This is an optimization exercise on Yosys and OpenROAD, whose aim is small area, not a production implementation.
The RTL was checked by simulation tests, not by an equivalence proof against the original design.
Power is estimated from default activity; no workload was simulated.

==> trial 88 <==
// CannyEdge
module CannyEdge(dAddrRegRow, dAddrRegCol, bWE, bCE, InData, OutData,
	OPMode, bOPEnable, dReadReg, dWriteReg, clk, rst_b);
Settings: LEC_CHECK=0, CAP_MARGIN=20, CORE_MARGIN=2, CORE_UTILIZATION=40, CTS_BUF_LIST=sky130_fd_sc_hd__clkbuf_16, CTS_CLUSTER_DIAMETER=80, CTS_CLUSTER_SIZE=24, GPL_TIMING_DRIVEN=0, SLEW_MARGIN=20; clock period 12.0 ns.
standard.sh (not shown) runs the stock make flow with config.mk's settings and CLKGATE_MAP_FILE= SYNTH_SCRIPT=/design/flow/synth_recipe.tcl, a recipe that flattens the netlist after the stock synthesis.
==> flow/flow/run.sh <==
#!/bin/bash
set -o pipefail
cat standard.sh > standard_copy.log 2>&1
export BUFFER_PORTS_ARGS="-buffer_cell sky130_fd_sc_hd__buf_1"
bash standard.sh > standard.log 2>&1
==> inputs of build 40, as changes to trial 88 <==
==> flow/design.v (replaced) <==
module CannyEdge(dAddrRegRow, dAddrRegCol, bWE, bCE, InData, OutData,
	OPMode, bOPEnable, dReadReg, dWriteReg, clk, rst_b);
input  [2:0] dAddrRegRow, dAddrRegCol;
input        bWE, bCE;
input  [7:0] InData;
output [7:0] OutData;
reg    [7:0] OutData;
input  [2:0] OPMode;
input        bOPEnable;
input  [3:0] dReadReg, dWriteReg;
input        clk, rst_b;
function [15:0] add;
	input [15:0] a, b;
	input ci;
	integer k;
	reg c;
	begin
		c = ci;
		for (k = 0; k < 16; k = k + 1) begin
			add[k] = a[k] ^ b[k] ^ c;
			c = (a[k] & b[k]) | (c & (a[k] ^ b[k]));
		end
	end
endfunction
function geq;
	input [13:0] a, b;
	integer k;
	reg c;
	begin
		c = 1'b1;
		for (k = 0; k < 14; k = k + 1)
			c = (a[k] & ~b[k]) | (c & (a[k] | ~b[k]));
		geq = c;
	end
endfunction
reg [7:0] X [0:24];
reg [1:0] y6;             
reg [7:0] zf;             
reg [2:0] cnt;            
reg [14:0] acc;           
reg [10:0] gx, gy;        
reg        flag;          
reg        thr;           
wire op   = bCE & ~bOPEnable;
wire act  = op & ~(cnt[2] & cnt[0]);
wire m_g  = (OPMode == 3'd0);
wire m_s  = (OPMode == 3'd1);
wire m_n  = (OPMode == 3'd2);
wire m_h  = (OPMode == 3'd3);
wire wr   = ~bCE & ~bWE;
wire rd   = ~bCE & bWE;
wire c_0  = (cnt == 3'd0);
wire c_1  = (cnt == 3'd1);
wire c_2  = (cnt == 3'd2);
always @(posedge clk or negedge rst_b)
	if (!rst_b) cnt <= 3'd0;
	else if (op) cnt <= (cnt == 3'd5) ? cnt : cnt + 3'd1;
	else cnt <= 3'd0;
wire       d0 = (y6 == 2'd0);
reg  [2:0] rsel, csel;
always @* begin
	if (op & (m_n | m_h)) begin
		if (cnt[0] == 1'b0) begin
			rsel = d0 ? 3'd1 : 3'd0;
			csel = d0 ? 3'd0 : {1'b0, ~y6};
		end else begin
			rsel = d0 ? 3'd1 : 3'd2;
			csel = d0 ? 3'd2 : {1'b0, y6} - 3'd1;
		end
	end else if (op) begin
		rsel = cnt;
		csel = dAddrRegCol;
	end else begin
		rsel = dAddrRegRow;
		csel = dAddrRegCol;
	end
end
reg [7:0] rb0, rb1, rb2, rb3, rb4;
always @* begin
	case (rsel)
	3'd0: begin rb0 = X[0];  rb1 = X[1];  rb2 = X[2];  rb3 = X[3];  rb4 = X[4];  end
	3'd1: begin rb0 = X[5];  rb1 = X[6];  rb2 = X[7];  rb3 = X[8];  rb4 = X[9];  end
	3'd2: begin rb0 = X[10]; rb1 = X[11]; rb2 = X[12]; rb3 = X[13]; rb4 = X[14]; end
	3'd3: begin rb0 = X[15]; rb1 = X[16]; rb2 = X[17]; rb3 = X[18]; rb4 = X[19]; end
	default: begin rb0 = X[20]; rb1 = X[21]; rb2 = X[22]; rb3 = X[23]; rb4 = X[24]; end
	endcase
end
reg [7:0] xr;
always @* begin
	case (csel)
	3'd0: xr = rb0;
	3'd1: xr = rb1;
	3'd2: xr = rb2;
	3'd3: xr = rb3;
	default: xr = rb4;
	endcase
end
wire [8:0]  gP  = add(rb0, rb4, 1'b0);
wire [8:0]  gQ  = add(rb1, rb3, 1'b0);
wire [9:0]  gPQ = add(gP, gQ, 1'b0);
wire [11:0] gS  = add(add(gPQ, {gQ, 1'b0}, 1'b0), {rb2, 2'b00}, 1'b0);
wire [10:0] gE1 = add(gPQ, {rb2, 1'b0}, 1'b0);
wire [14:0] gsh = c_2 ? {gS, 2'b00} : cnt[0] ? {gS, 1'b0} : {3'b000, gS};
wire [14:0] gE  = c_2 ? ~{5'd0, gQ, 1'b0} : cnt[0] ? {4'd0, gE1} : 15'd0;
wire [14:0] accn = add(add(c_0 ? 15'd0 : acc, gsh, 1'b0), gE, c_2);
always @(posedge clk)
	if (act & m_g) acc <= accn;
wire [10:0] dd = add({3'b000, rb2}, ~{3'b000, rb0}, 1'b1);
wire [10:0] ss = add(add(rb0, rb2, 1'b0), {rb1, 1'b0}, 1'b0);
wire [10:0] gxn = add(c_0 ? 11'd0 : gx, c_1 ? {dd[9:0], 1'b0} : dd, 1'b0);
wire [10:0] gyn = add(c_0 ? 11'd0 : gy, c_2 ? ~ss : ss, c_2);
always @(posedge clk)
	if (act & m_s & ~cnt[2] & ~(cnt[1] & cnt[0])) begin
		gx <= gxn;
		if (~cnt[0]) gy <= gyn;
	end
wire        sx = gx[10], sy = gy[10];
wire [10:0] ax = add(gx ^ {11{sx}}, 16'd0, sx);
wire [10:0] ay = add(gy ^ {11{sy}}, 16'd0, sy);
wire        ng = sx ^ sy;
wire [11:0] gsum = add(ax, ay, 1'b0);
wire [13:0] m5 = add(ax, {ax, 2'b00}, ng);
wire [13:0] m1 = add(ax, 16'd0, ng);
wire        c0  = geq(m1, {ay, 1'b0});
wire        c90 = ~geq(m5, {ay, 1'b0});
wire [7:0]  dirv = c0 ? 8'd0 : c90 ? 8'd90 : ng ? 8'd135 : 8'd45;
wire [7:0] x6 = X[6];
wire       ge6 = geq(x6, xr);
reg        za, zb;
always @* begin
	case (y6)
	2'd0: begin za = zf[3]; zb = zf[4]; end
	2'd1: begin za = zf[2]; zb = zf[5]; end
	2'd2: begin za = zf[1]; zb = zf[6]; end
	default: begin za = zf[0]; zb = zf[7]; end
	endcase
end
wire       hi = (xr[7:4] != 4'd0) | (xr[3:0] == 4'hf);
wire       nmsw = act & m_n & c_1;
wire       ok = flag & ge6;
always @(posedge clk)
	if (act & (m_n | m_h) & c_0)
		flag <= m_n ? ge6 : (hi | za);
always @(posedge clk)
	if (act & m_h & c_1)
		thr <= (x6 >= 8'd15) | ((x6 > 8'd10) & (flag | hi | zb));
wire [7:0] wd = bCE ? 8'd0 : InData;
reg  [4:0] rdec, cdec;
always @* begin
	rdec = 5'd0; cdec = 5'd0;
	case (dAddrRegRow)
	3'd0: rdec[0] = 1'b1;
	3'd1: rdec[1] = 1'b1;
	3'd2: rdec[2] = 1'b1;
	3'd3: rdec[3] = 1'b1;
	3'd4: rdec[4] = 1'b1;
	default: ;
	endcase
	case (dAddrRegCol)
	3'd0: cdec[0] = 1'b1;
	3'd1: cdec[1] = 1'b1;
	3'd2: cdec[2] = 1'b1;
	3'd3: cdec[3] = 1'b1;
	3'd4: cdec[4] = 1'b1;
	default: ;
	endcase
end
wire [4:0] na = d0 ? 5'd5 : (y6 == 2'd1) ? 5'd2 : (y6 == 2'd2) ? 5'd1 : 5'd0;
wire [4:0] nb = d0 ? 5'd7 : (y6 == 2'd1) ? 5'd10 : (y6 == 2'd2) ? 5'd11 : 5'd12;
wire       wx = wr & (dWriteReg == 4'd0);
integer i;
always @(posedge clk) begin
	for (i = 0; i < 25; i = i + 1)
		if ((wx & rdec[i / 5] & cdec[i % 5]) |
		    (nmsw & (ok ? (na == i || nb == i) : (i == 6))))
			X[i] <= wd;
end
always @(posedge clk)
	if (wr & (dWriteReg == 4'd1) & rdec[1] & cdec[1]) y6 <= InData[1:0];
wire zone = (InData == 8'd1);
wire wz   = wr & (dWriteReg == 4'd2);
always @(posedge clk) begin
	if (wz & rdec[0] & cdec[0]) zf[0] <= zone;
	if (wz & rdec[0] & cdec[1]) zf[1] <= zone;
	if (wz & rdec[0] & cdec[2]) zf[2] <= zone;
	if (wz & rdec[1] & cdec[0]) zf[3] <= zone;
	if (wz & rdec[1] & cdec[2]) zf[4] <= zone;
	if (wz & rdec[2] & cdec[0]) zf[5] <= zone;
	if (wz & rdec[2] & cdec[1]) zf[6] <= zone;
	if (wz & rdec[2] & cdec[2]) zf[7] <= zone;
end
always @(posedge clk)
	if (rd)
		case (dReadReg)
		4'd0: OutData <= acc[14:7];
		4'd1: OutData <= gsum[10:3];
		4'd2: OutData <= dirv;
		4'd3: OutData <= xr;
		4'd4: OutData <= {7'd0, thr};
		default: ;
		endcase
endmodule
==> flow/run.sh (new file) <==
#!/bin/bash
# synth_recipe.tcl (not shown) runs the flow's synth.tcl, then flattens the netlist and writes it again
# the make line also repeats each setting of config.mk as NAME=value (left out here)
make -C /OpenROAD-flow-scripts/flow DESIGN_CONFIG=/design/flow/config.mk WORK_HOME=/design/flow/orfs CLKGATE_MAP_FILE= SYNTH_SCRIPT=/design/flow/synth_recipe.tcl finish
Settings changed: CTS_BUF_LIST sky130_fd_sc_hd__clkbuf_16 to default, CTS_CLUSTER_DIAMETER 80 to default, CTS_CLUSTER_SIZE 24 to default, GPL_TIMING_DRIVEN 0 to default.
removed: flow/flow/run.sh
removed: flow/standard.sh
==> inputs of build 41, as changes to trial 88 <==
--- a/flow/design.v
+++ b/flow/design.v
@@ -36,15 +36,11 @@
 reg [7:0] X [0:24];
 reg [1:0] y6;             
 reg [7:0] zf;             
 reg [2:0] cnt;            
 reg [14:0] acc;           
-reg [14:0] sb;            
-wire [10:0] gx = sb[10:0];
-wire [10:0] gy = {sb[14:11], acc[6:0]};
-wire        wgy;          
-wire [10:0] gyw;          
+reg [10:0] gx, gy;        
 reg        flag;          
 reg        thr;           
 wire op   = bCE & ~bOPEnable;
 wire act  = op & ~(cnt[2] & cnt[0]);
 wire m_g  = (OPMode == 3'd0);
@@ -118,41 +114,35 @@
 wire [14:0] gE  = c_2 ? ~{5'd0, gQ, 1'b0} : cnt[0] ? {4'd0, gE1} : 15'd0;
 wire [14:0] acp = c_0 ? 15'd0 : acc;
 wire [14:0] accn = acp + gsh + gE + {14'd0, c_2};
 always @(posedge clk)
 	if (act & m_g) acc <= accn;
-	else if (wgy) acc[6:0] <= gyw[6:0];
 wire [7:0]  gres = acc[14:7];
-wire        c_4 = (cnt == 3'd4);
 wire        sx = gx[10], sy = gy[10];
 wire        nx = c_3 & sx, ny = c_3 & sy;
 wire [10:0] dd = add({3'b000, rb2}, ~{3'b000, rb0}, 1'b1);
 wire [10:0] ss = add(add(rb0, rb2, 1'b0), {rb1, 1'b0}, 1'b0);
-wire [10:0] gxa = c_0 ? 11'd0 : {gx[10] & ~c_4, gx[9:0]} ^ {11{nx}};
-wire [10:0] gxb = c_3 ? 11'd0 : c_1 ? {dd[9:0], 1'b0} : c_4 ? gy : dd;
+wire [10:0] gxa = c_0 ? 11'd0 : (gx ^ {11{nx}});
+wire [10:0] gxb = c_3 ? 11'd0 : c_1 ? {dd[9:0], 1'b0} : dd;
 wire [10:0] gya = c_0 ? 11'd0 : (gy ^ {11{ny}});
 wire [10:0] gyb = c_3 ? 11'd0 : c_2 ? ~ss : ss;
 wire [10:0] gxn = add(gxa, gxb, nx);
 wire [10:0] gyn = add(gya, gyb, c_2 | ny);
+always @(posedge clk)
+	if (act & m_s & ~cnt[2]) begin
+		gx <= {c_3 ? sx ^ sy : gxn[10], gxn[9:0]};
+		if (~cnt[0] | c_3) gy <= gyn;
+	end
 wire [9:0]  ax = gx[9:0];
 wire [9:0]  ay = gy[9:0];
 wire        ng = gx[10];
+wire [11:0] gsum = add(ax, ay, 1'b0);
 wire [13:0] m5 = add(ax, {ax, 2'b00}, ng);
 wire [13:0] m1 = add(ax, 16'd0, ng);
 wire        c0  = geq(m1, {ay, 1'b0});
 wire        c90 = ~geq(m5, {ay, 1'b0});
-wire [1:0]  dcode = c0 ? 2'd0 : c90 ? 2'd2 : {ng, 1'b1};
-assign      wgy = act & m_s & (~cnt[0] | c_3);
-assign      gyw = {gyn[10:9], c_4 ? dcode : gyn[8:7], gyn[6:0]};
-always @(posedge clk)
-	if (act & m_s) begin
-		sb[10:0] <= {c_3 ? sx ^ sy : gxn[10], gxn[9:0]};
-		if (wgy) sb[14:11] <= gyw[10:7];
-	end
-wire [1:0]  dc = gy[8:7];
-wire [7:0]  dirv = {dc[1] & dc[0], dc[1] & ~dc[0], ~dc[1] & dc[0], dc[1] & ~dc[0],
-                    dc[1] ^ dc[0], dc[0], dc[1], dc[0]};
+wire [7:0]  dirv = c0 ? 8'd0 : c90 ? 8'd90 : ng ? 8'd135 : 8'd45;
 wire [7:0] x6 = X[6];
 wire       ge6 = geq(x6, xr);
 reg        za, zb;
 always @* begin
 	case (y6)
@@ -164,25 +154,24 @@
 end
 wire       hi = (xr[7:4] != 4'd0) | (xr[3:0] == 4'hf);
 wire       nmsw = act & m_n & c_2;
 wire       ok = flag & ge6;
 always @(posedge clk)
-	flag <= OPMode[0] ? (hi | za) : ge6;
+	if (act & (m_n | m_h) & c_1)
+		flag <= m_n ? ge6 : (hi | za);
 always @(posedge clk)
 	if (act & m_h & c_2)
 		thr <= (x6 >= 8'd15) | ((x6 > 8'd10) & (flag | hi | zb));
 wire [7:0] wd = bCE ? 8'd0 : InData;
-wire       ca = nmsw & ok;
-wire [3:0] dd4 = {y6 == 2'd3, y6 == 2'd2, y6 == 2'd1, d0};
-wire [24:0] clr = {12'd0, ca & dd4[3], ca & dd4[2], ca & dd4[1], 2'd0,
-                   ca & dd4[0], nmsw & ~ok, ca & dd4[0], 2'd0,
-                   ca & dd4[1], ca & dd4[2], ca & dd4[3]};
+wire [4:0] na = d0 ? 5'd5 : (y6 == 2'd1) ? 5'd2 : (y6 == 2'd2) ? 5'd1 : 5'd0;
+wire [4:0] nb = d0 ? 5'd7 : (y6 == 2'd1) ? 5'd10 : (y6 == 2'd2) ? 5'd11 : 5'd12;
 wire       wx = wr & (dWriteReg == 4'd0);
 integer i;
 always @(posedge clk) begin
 	for (i = 0; i < 25; i = i + 1)
-		if ((wx & rdec[i / 5] & cdec[i % 5]) | clr[i])
+		if ((wx & rdec[i / 5] & cdec[i % 5]) |
+		    (nmsw & (ok ? (na == i || nb == i) : (i == 6))))
 			X[i] <= wd;
 end
 always @(posedge clk)
 	if (wr & (dWriteReg == 4'd1) & rdec[1] & cdec[1]) y6 <= InData[1:0];
 wire zone = (InData == 8'd1);
@@ -199,11 +188,11 @@
 end
 always @(posedge clk)
 	if (rd)
 		case (dReadReg)
 		4'd0: OutData <= gres;
-		4'd1: OutData <= gx[10:3];
+		4'd1: OutData <= gsum[10:3];
 		4'd2: OutData <= dirv;
 		4'd3: OutData <= xr;
 		4'd4: OutData <= {7'd0, thr};
 		default: ;
 		endcase
==> flow/run.sh (new file) <==
#!/bin/bash
# synth_recipe.tcl (not shown) runs the flow's synth.tcl, then flattens the netlist and writes it again
# the make line also repeats each setting of config.mk as NAME=value (left out here)
make -C /OpenROAD-flow-scripts/flow DESIGN_CONFIG=/design/flow/config.mk WORK_HOME=/design/flow/orfs CLKGATE_MAP_FILE= SYNTH_SCRIPT=/design/flow/synth_recipe.tcl finish
Settings changed: CORE_UTILIZATION 40 to 55, CTS_BUF_LIST sky130_fd_sc_hd__clkbuf_16 to default, CTS_CLUSTER_DIAMETER 80 to default, CTS_CLUSTER_SIZE 24 to default.
removed: flow/flow/run.sh
removed: flow/standard.sh
==> qor summary <==
quantity                                                   build 41    trial 88                  build 40
Final setup violation count                                       0           0                         1
Number of port buffers                                           33          35                        37
Shortest period the worst path allows                      11.50 ns    11.68 ns                  12.08 ns
Net count after synthesis                                      1592        1585                      1480
Footprint of the flip-flops and latches                   7810 um^2   7590 um^2                 7790 um^2
Met1 track demand over resource                               40.5%       30.8%                     29.1%
Run status                                 timing/DRC/antenna clean  timing/DRC/antenna clean  finished with violations
Reasons for failing layout checks                                 -           -      negative setup slack
Worst-margin pin slew                                       1.08 ns     1.13 ns                   1.09 ns
Setup repair after global routing missed its margin              no           -                       yes
Net Sw Power                                              0.00141 W   0.00138 W                 0.00182 W
Fraction of synthesized cell area in xor and xnor cells       3.03%       2.39%                     2.36%
Critical Path Stages                                             39          31                        35
Synth Area in Compound Gates                                  13.6%       13.2%                     12.2%
Part of the total power dissipated in the clock network       22.6%       17.0%                     17.5%
Register bit count reported by yosys                            261         254                       260
DRT Pass-1 Iters                                                  6           6                         5
Wire length on met1                                         18.5 mm     20.0 mm                   18.4 mm
Sum of internal, switching and leakage power              0.00376 W   0.00353 W                 0.00494 W
Routed wire length                                          46.2 mm     47.8 mm                   43.2 mm
Setup WS pre-CTS                                          -0.250 ns   -0.855 ns                  -1.25 ns
Crit Reg-Reg Endpoint                                       acc[13]     acc[14]                   acc[14]

-- separate check: timing with driven ports --
In the flow no input, the clock included, has a driving cell. The finished layouts below were timed again as built, in two steps. Step 1 (the two cells are an assumption about what drives the block):
set clk [get_ports {clk}]
set_driving_cell -lib_cell sky130_fd_sc_hd__clkbuf_16 $clk
set_driving_cell -lib_cell sky130_fd_sc_hd__buf_2 [delete_from_list [all_inputs] $clk]
Step 2 also shifts input and output timing later by t, the mid clock arrival at the registers, as if the neighbouring blocks saw the same clock. a / b / c = ideal / step 1 / step 2; a / b = the first two.
run	t (ns)	setup WS [ns]	worst setup path after step 2	latest minus earliest clock arrival (ns)	worst data-port slew with drivers (ns)
trial 88	0.561	0.323 / 0.342 / -0.219	input to register	0.038 / 0.038	0.04
build 40	0.617	-0.078 / -0.066 / -0.683	input to register	0.038 / 0.038	0.06
build 41	0.608	0.495 / 0.522 / -0.086	input to register	0.016 / 0.016	0.04
With both steps, setup timing fails in trial 88 and build 41, where it was met with ideal ports. For build 40, which loses most, drivers alone change the setup slack by +0.012 ns; drivers and shift together by -0.605 ns.
